Source: an optimization exercise on an open RTL-to-GDS flow (aim: small area). Production flows keep margins and buffers that such runs may drop. No functional check of the RTL was part of any run shown here. Power and IR drop assume default switching activity.

## flow/design.v (module list and top-level ports; edited modules follow where they fit)
// module systolic_array_3x3: 3053 lines
// module pp: 3 lines
// module fa: 4 lines
// module ha: 4 lines
// module xr: 3 lines
module systolic_array_3x3(
    input clk,
    input rst,
    input [71:0] a,
    input [71:0] b,
    output [143:0] c
);
  // ...
==> flow/run.sh <==
#!/bin/bash
# synth_recipe.tcl (not shown) runs the flow's synth.tcl, then flattens the netlist and writes it again
# the make line also repeats each setting of config.mk as NAME=value (left out here)
make -C /OpenROAD-flow-scripts/flow DESIGN_CONFIG=/design/flow/config.mk WORK_HOME=/design/flow/orfs CLKGATE_MAP_FILE= SYNTH_SCRIPT=/design/flow/synth_recipe.tcl finish
==> flow/config.mk <==
export PLATFORM = sky130hd
export DESIGN_NAME = systolic_array_3x3
export DESIGN_NICKNAME = systolic_array_3x3
export VERILOG_FILES = /design/flow/design.v
export SDC_FILE = /design/flow/constraint.sdc
export NUM_CORES = 4
export LEC_CHECK = 0
export CAP_MARGIN = 20
export CORE_MARGIN = 2
export CORE_UTILIZATION = 40
export GPL_TIMING_DRIVEN = 1
export PLACE_DENSITY = 0.6
export SLEW_MARGIN = 20
export SYNTH_HIERARCHICAL = 1
==> flow/constraint.sdc <==
create_clock -name core_clock -period 8.0 [get_ports {clk}]
set_input_delay 1.6000 -clock core_clock [delete_from_list [all_inputs] [get_ports {clk}]]
set_output_delay 1.6000 -clock core_clock [all_outputs]
set_load 0.01 [all_outputs]
==> flow_summary.yaml, run 1 <==
drt:
  drtPass1Iterations: 5
  wl_met2_mm: 22.5
  routed_wl_mm: 44.6
min_path:
  hp-class: "reg2reg"
logic_synthesis:
  synth_xor_area_frac: 0.00381
  synth_edf_count: 0
  synth.area.top_cells: "fa_1 53%, dfrtp_1 24%, nor2_1 12%, ha_1 5.2%, buf_4 3.3%"
  netlist_area_mm2: 0.0184
run_status:
  status: "failed layout checks"
  so_faults: "setup timing"
timing:
  worst_slack_ps: -55.7
  fin_tns_setup_ps: -55.7
  period_needed_ps: 8060
  setup_viol: 1
finish:
  nonClkBufAreaFrac: 0.137
  non_clock_buffer_count: 335
  final_layout_size_suffix_gt1_frac: 0.173
  antenna_cells: 0
worst_setup_path:
  cp_top_family: "adder cells"
  crit_cells: 17
  required_ps: 6400
  r2r_slack_ps: 490
  r2r_start: "b20[3]$_DFF_PP0_"
  path_class: "reg2out"
  cpMaxStageDelayCell: "fa_2"
placed_design:
  portBuffers: 193
  pre_cts_ws_ps: -483
power:
  p_leak_nw: 10.5
  pg_clk_uw: 857
global_route:
  grt-ovfl-total: 0
  grt_util_met1: 0.282
clock_network:
  cts.sinks: 176
floorplan:
  n_tap_cell: 600
==> run 2: changes to the inputs <==
--- a/flow/design.v
+++ b/flow/design.v
@@ -1,52 +1,51 @@
 module systolic_array_3x3(
     input clk,
     input rst,
     input [71:0] a,
     input [71:0] b,
     output [143:0] c
 );
-reg [7:0] a00, a01, a02, a10, a11, a12, a20, b00, b10, b20, b01, b11, b21, b02;
-wire [7:0] a00n = ~a00, a01n = ~a01, a02n = ~a02, a10n = ~a10, a11n = ~a11, a12n = ~a12, a20n = ~a20, b00n = ~b00, b10n = ~b10, b20n = ~b20, b01n = ~b01, b11n = ~b11, b21n = ~b21, b02n = ~b02;
+reg [7:0] a00n, a01n, a02n, a10n, a11n, a12n, a20n, b00n, b10n, b20n, b01n, b11n, b21n, b02n;
 reg [15:0] c11, c12, c21, c22;
 wire [15:0] c00, c01, c02, c10, c20;
 wire [15:0] n11, n12, n21, n22;
 always @(posedge clk or posedge rst) begin
     if (rst) begin
-        a00 <= 8'd0;
-        a01 <= 8'd0;
-        a02 <= 8'd0;
-        a10 <= 8'd0;
-        a11 <= 8'd0;
-        a12 <= 8'd0;
-        a20 <= 8'd0;
-        b00 <= 8'd0;
-        b10 <= 8'd0;
-        b20 <= 8'd0;
-        b01 <= 8'd0;
-        b11 <= 8'd0;
-        b21 <= 8'd0;
-        b02 <= 8'd0;
+        a00n <= 8'hff;
+        a01n <= 8'hff;
+        a02n <= 8'hff;
+        a10n <= 8'hff;
+        a11n <= 8'hff;
+        a12n <= 8'hff;
+        a20n <= 8'hff;
+        b00n <= 8'hff;
+        b10n <= 8'hff;
+        b20n <= 8'hff;
+        b01n <= 8'hff;
+        b11n <= 8'hff;
+        b21n <= 8'hff;
+        b02n <= 8'hff;
         c11 <= 16'd0; c12 <= 16'd0; c21 <= 16'd0; c22 <= 16'd0;
     end else begin
-        a00 <= a[7:0];
-        a01 <= a[15:8];
-        a02 <= a[23:16];
-        a10 <= a00;
-        a11 <= a01;
-        a12 <= a02;
-        a20 <= a10;
-        b00 <= b[7:0];
-        b10 <= b[31:24];
-        b20 <= b[55:48];
-        b01 <= b00;
-        b11 <= b10;
-        b21 <= b20;
-        b02 <= b01;
+        a00n <= ~a[7:0];
+        a01n <= ~a[15:8];
+        a02n <= ~a[23:16];
+        a10n <= a00n;
+        a11n <= a01n;
+        a12n <= a02n;
+        a20n <= a10n;
+        b00n <= ~b[7:0];
+        b10n <= ~b[31:24];
+        b20n <= ~b[55:48];
+        b01n <= b00n;
+        b11n <= b10n;
+        b21n <= b20n;
+        b02n <= b01n;
         c11 <= n11; c12 <= n12; c21 <= n21; c22 <= n22;
     end
 end
 assign c = {c22, c21, c20, c12, c11, c10, c02, c01, c00};
 wire p1;
 wire p2;
 wire p3;
 wire p4;
==> flow/config.mk (replaced) <==
export PLATFORM = sky130hd
export DESIGN_NAME = systolic_array_3x3
export DESIGN_NICKNAME = systolic_array_3x3
export VERILOG_FILES = /design/flow/design.v
export SDC_FILE = /design/flow/constraint.sdc
export NUM_CORES = 4
export LEC_CHECK = 0
export CAP_MARGIN = 20
export CORE_MARGIN = 2
export CORE_UTILIZATION = 40
export PLACE_DENSITY = 0.6
export SLEW_MARGIN = 20
export SYNTH_HIERARCHICAL = 1
==> flow_summary.yaml, run 2 <==
run_status:
  status: "failed layout checks"
  so_faults: "setup timing"
clock_network:
  clockBufferDepth: 2
  cts_tree: "yes"
  cts.sinks: 176
  cts_max_level: 4
  cts-hold-fix-buffers: 0
  cts-root-buf: "clkbuf_16"
  clkLatencyLatePin_ps: 490
  clk_pin_slew_ps: 80
  tritoncts.num_buffers: 17
global_route:
  antenna_found_initial: 0
  globalRouteTotalUtil: 0.210
  grt_pass1_wl_mm: 74.2
  grt_max_degree: 68
  grt-ovfl-total: 0
  grt_pass1_vias: 13582
timing:
  relSlewSlack: 0.499
  fin_tns_setup_ps: -46.6
  drv_slew: 0
  tightest_slew_ps: 751
  worst_slack_ps: -22.2
  fin_skew_ps: 10.2
  hold_violations: 0
  fin_crit_sh: 1.00
  period_needed_ps: 8020
  fmax_mhz: 125
  setup_viol: 3
  rsz0062_at_grt: "true"
worst_setup_path:
  worst_setup_path_start_kind: "register"
  cpMaxStageDelayCell: "dfstp_2"
  required_ps: 6400
  crit_arrival_ps: 6420
  crit_fanout: 6
  endpoint_kind: "output pin"
  cp_cell_sequence: "buf_6, nor2_1, fa_1, fa_2, fa_2, fa_2, fa_2, fa_1, ha_2, fa_2, fa_2, fa_2, fa_2, fa_2, fa_2, buf_6"
  path_class: "reg2out"
  max_stage_delay_ps: 610
  cp_common_cell: "fa_2"
placed_design:
  gp_congestion: 0.881
  portBuffers: 193
  dp_hpwl_mm: 37.1
drt:
  highest_layer: "met4"
  via_count: 11693
  ant_nets: 0
  route.detailed.drc: 0
  viasPerCell: 5.02
  drt-met1-wl_mm: 18.2
  drt_iter0_markers: 811
  wl_per_cell_um: 19.7
  routed_wl_mm: 45.8
  wl_met2_mm: 23.2
  met3_length_mm: 2.76
  drtPass1Iterations: 7
logic_synthesis:
  ys.flop_type: "dfstp_2"
  synth_top_area_frac: 0.534
  netlist_area_mm2: 0.0183
  syn_nets: 2163
  syn_inst: 1453
  ys_warn_count: 7
  avgSynthCellArea_um2: 12.6
  synth_cell_type_count: 8
  yosysMostFrequentCell: "nor2_1"
  ys_seq_area_frac: 0.249
  synth_edf_count: 0
  synth_area_leader_cell: "fa_1"
  synth.area.top_cells: "fa_1 53%, dfstp_2 16%, nor2_1 12%, dfrtp_1 8.8%, ha_1 5.2%"
  synthArstFlopShare: 1.00
  ys_seq_elements: 176
  synth_common_cells: "576 x nor2_1, 488 x fa_1, 112 x dfstp_2"
floorplan:
  start_util: 0.404
  die_h_um: 218
  dieWidth_um: 218
  num_rows: 78
  dieArea_mm2: 0.0474
  io_pins: 290
  coreArea_mm2: 0.0453
power:
  p_leak_nw: 10.1
  powerDensity_mw_per_mm2: 329
  ir_worst_vdd_v: 0.000251
  total_power_mw: 7.33
finish:
  area_growth_pct: 21.9
  final_layout_size_suffix_gt1_frac: 0.213
  layout_common_cells: "569 x nor2_1, 418 x fa_1, 178 x clkdlybuf4s50_1"
  nets: 2425
  nFillCells: 4003
  antenna_cells: 0
  mostFrequentLayoutCell: "nor2_1"
flow_run:
  maxCapViolCount: 0
min_path:
  hp-class: "reg2reg"
==> run 2: cell count changes after synthesis <==
| cell | delta |
|---|---|
| inv_1 | -64 |
| dfrtp_1 | -112 |
| dfstp_2 | +112 |
==> run 2: final timing paths <==
check | slack [ps] | cells past startpoint | start | to
max | -20 | 16 | a00n[1]$_DFF_PP1_ | c[14]
min | 400 | 0 | b01n[6]$_DFF_PP1_ | b02n[6]$_DFF_PP1_
max reg2reg | 320 | 20 | b10n[3]$_DFF_PP1_ | c11[15]$_DFF_PP0_
min reg2reg | 400 | 0 | b01n[6]$_DFF_PP1_ | b02n[6]$_DFF_PP1_
max in group asynchronous | 5250 | 3 | rst | c11[7]$_DFF_PP0_
min in group asynchronous | 1570 | 2 | rst | c22[7]$_DFF_PP0_
==> run 2: modules after synthesis, one instance, submodules excluded <==
| module | times used | cells inside |
|---|---|---|
| systolic_array_3x3 | 1 | 305 |
| fa | 488 | 1 |
| ha | 76 | 1 |
| xr | 8 | 1 |
| pp | 576 | 1 |
==> run 2: critical path, delay by kind of cell, from the launching register on <==
family,cells,cell delay (ps)
buffers and inverters,2,260
adder cells (fa/ha/maj),13,5010
flip-flops,1,610
AND/OR/NAND/NOR,1,60
==> run 2: metal layers <==
metal / up-vias / global-route usage
met5: - / 0
met4: 0 / 0.0968
met3: 83 / 0.0427
met2: 492 / 0.341
met1: 6259 / 0.273
li1: 4859 / -
==> run 2: cell type report <==
class	count	area, µm²	area share
Clock inverter	14	145	0.00651
Multi-Input combinational cell	1148	13200	0.591
Sequential cell	176	4540	0.204
Inverter	49	189	0.00848
Clock buffer	18	450	0.0202
Tap cell	600	751	0.0337
Timing Repair Buffer	323	3030	0.136
==> run 2: metrics by stage <==
stage | instance area [µm²] | std cells | utilization | setup WS (ps) | hold slack (ps)
4_1_cts | 22100 | 2316 | 0.487 | -133 | 404
3_5_place_dp | 21200 | 2276 | 0.468 | -451 | 395
3_3_place_gp | 21200 | 2276 | 0.468 | -391 | 395
2_1_floorplan | 18300 | 1453 | - | 84.7 | 396
6_report | 22300 | 2328 | 0.492 | -22.2 | 403
5_1_grt | 22300 | 2328 | 0.492 | -210 | 414
==> run 2: cell families (layout without fill, tap and decap cells) <==
logic type	after synthesis	in the layout	share of synthesized area
fa+ha+maj	564	564	0.586
flops	176	176	0.249
simple gates	576	576	0.118
buf+inv	129	404	0.0429
xor+xnor	8	8	0.00383
==> run 2: power breakdown <==
group | internal [mW] | switching, mW | total (mW)
Clock | 0.457 | 0.420 | 0.877
Combinational | 2.62 | 2.49 | 5.11
Sequential | 1.20 | 0.142 | 1.34
==> run 2: what timing repair did <==
action / in CTS / in global routing
endpoints found under the setup margin: 20 / 18
hold endpoints to repair: 0 / 0
gates resized for setup: 134 / 36
pin swaps: 9 / 24
buffers inserted: 8 / 12

[port drivers added, routing unchanged]
No port has a modelled driver above. Below, the same layouts with a new extraction and two added sets of constraints.
Step 1 assumes that a clkbuf_16 drives the clock port and a buf_2 every other input.
Step 2 times the ports against the registers' clock, not the clock port: input delays grow and output delays shrink by t, the midpoint of the rising clock arrivals with the driver on.
Three values: ideal ports, drivers, drivers and shift; two values: the first two.
| run | t, ns | setup WS [ns] | latest minus earliest clock arrival (ns) | worst register clock-pin slew, ns |
|---|---|---|---|---|
| run 1 | 0.510 | -0.056 / -0.109 / 0.401 | 0.010 / 0.010 | 0.08 / 0.08 |
| run 2 | 0.539 | -0.022 / -0.081 / 0.319 | 0.014 / 0.014 | 0.08 / 0.08 |
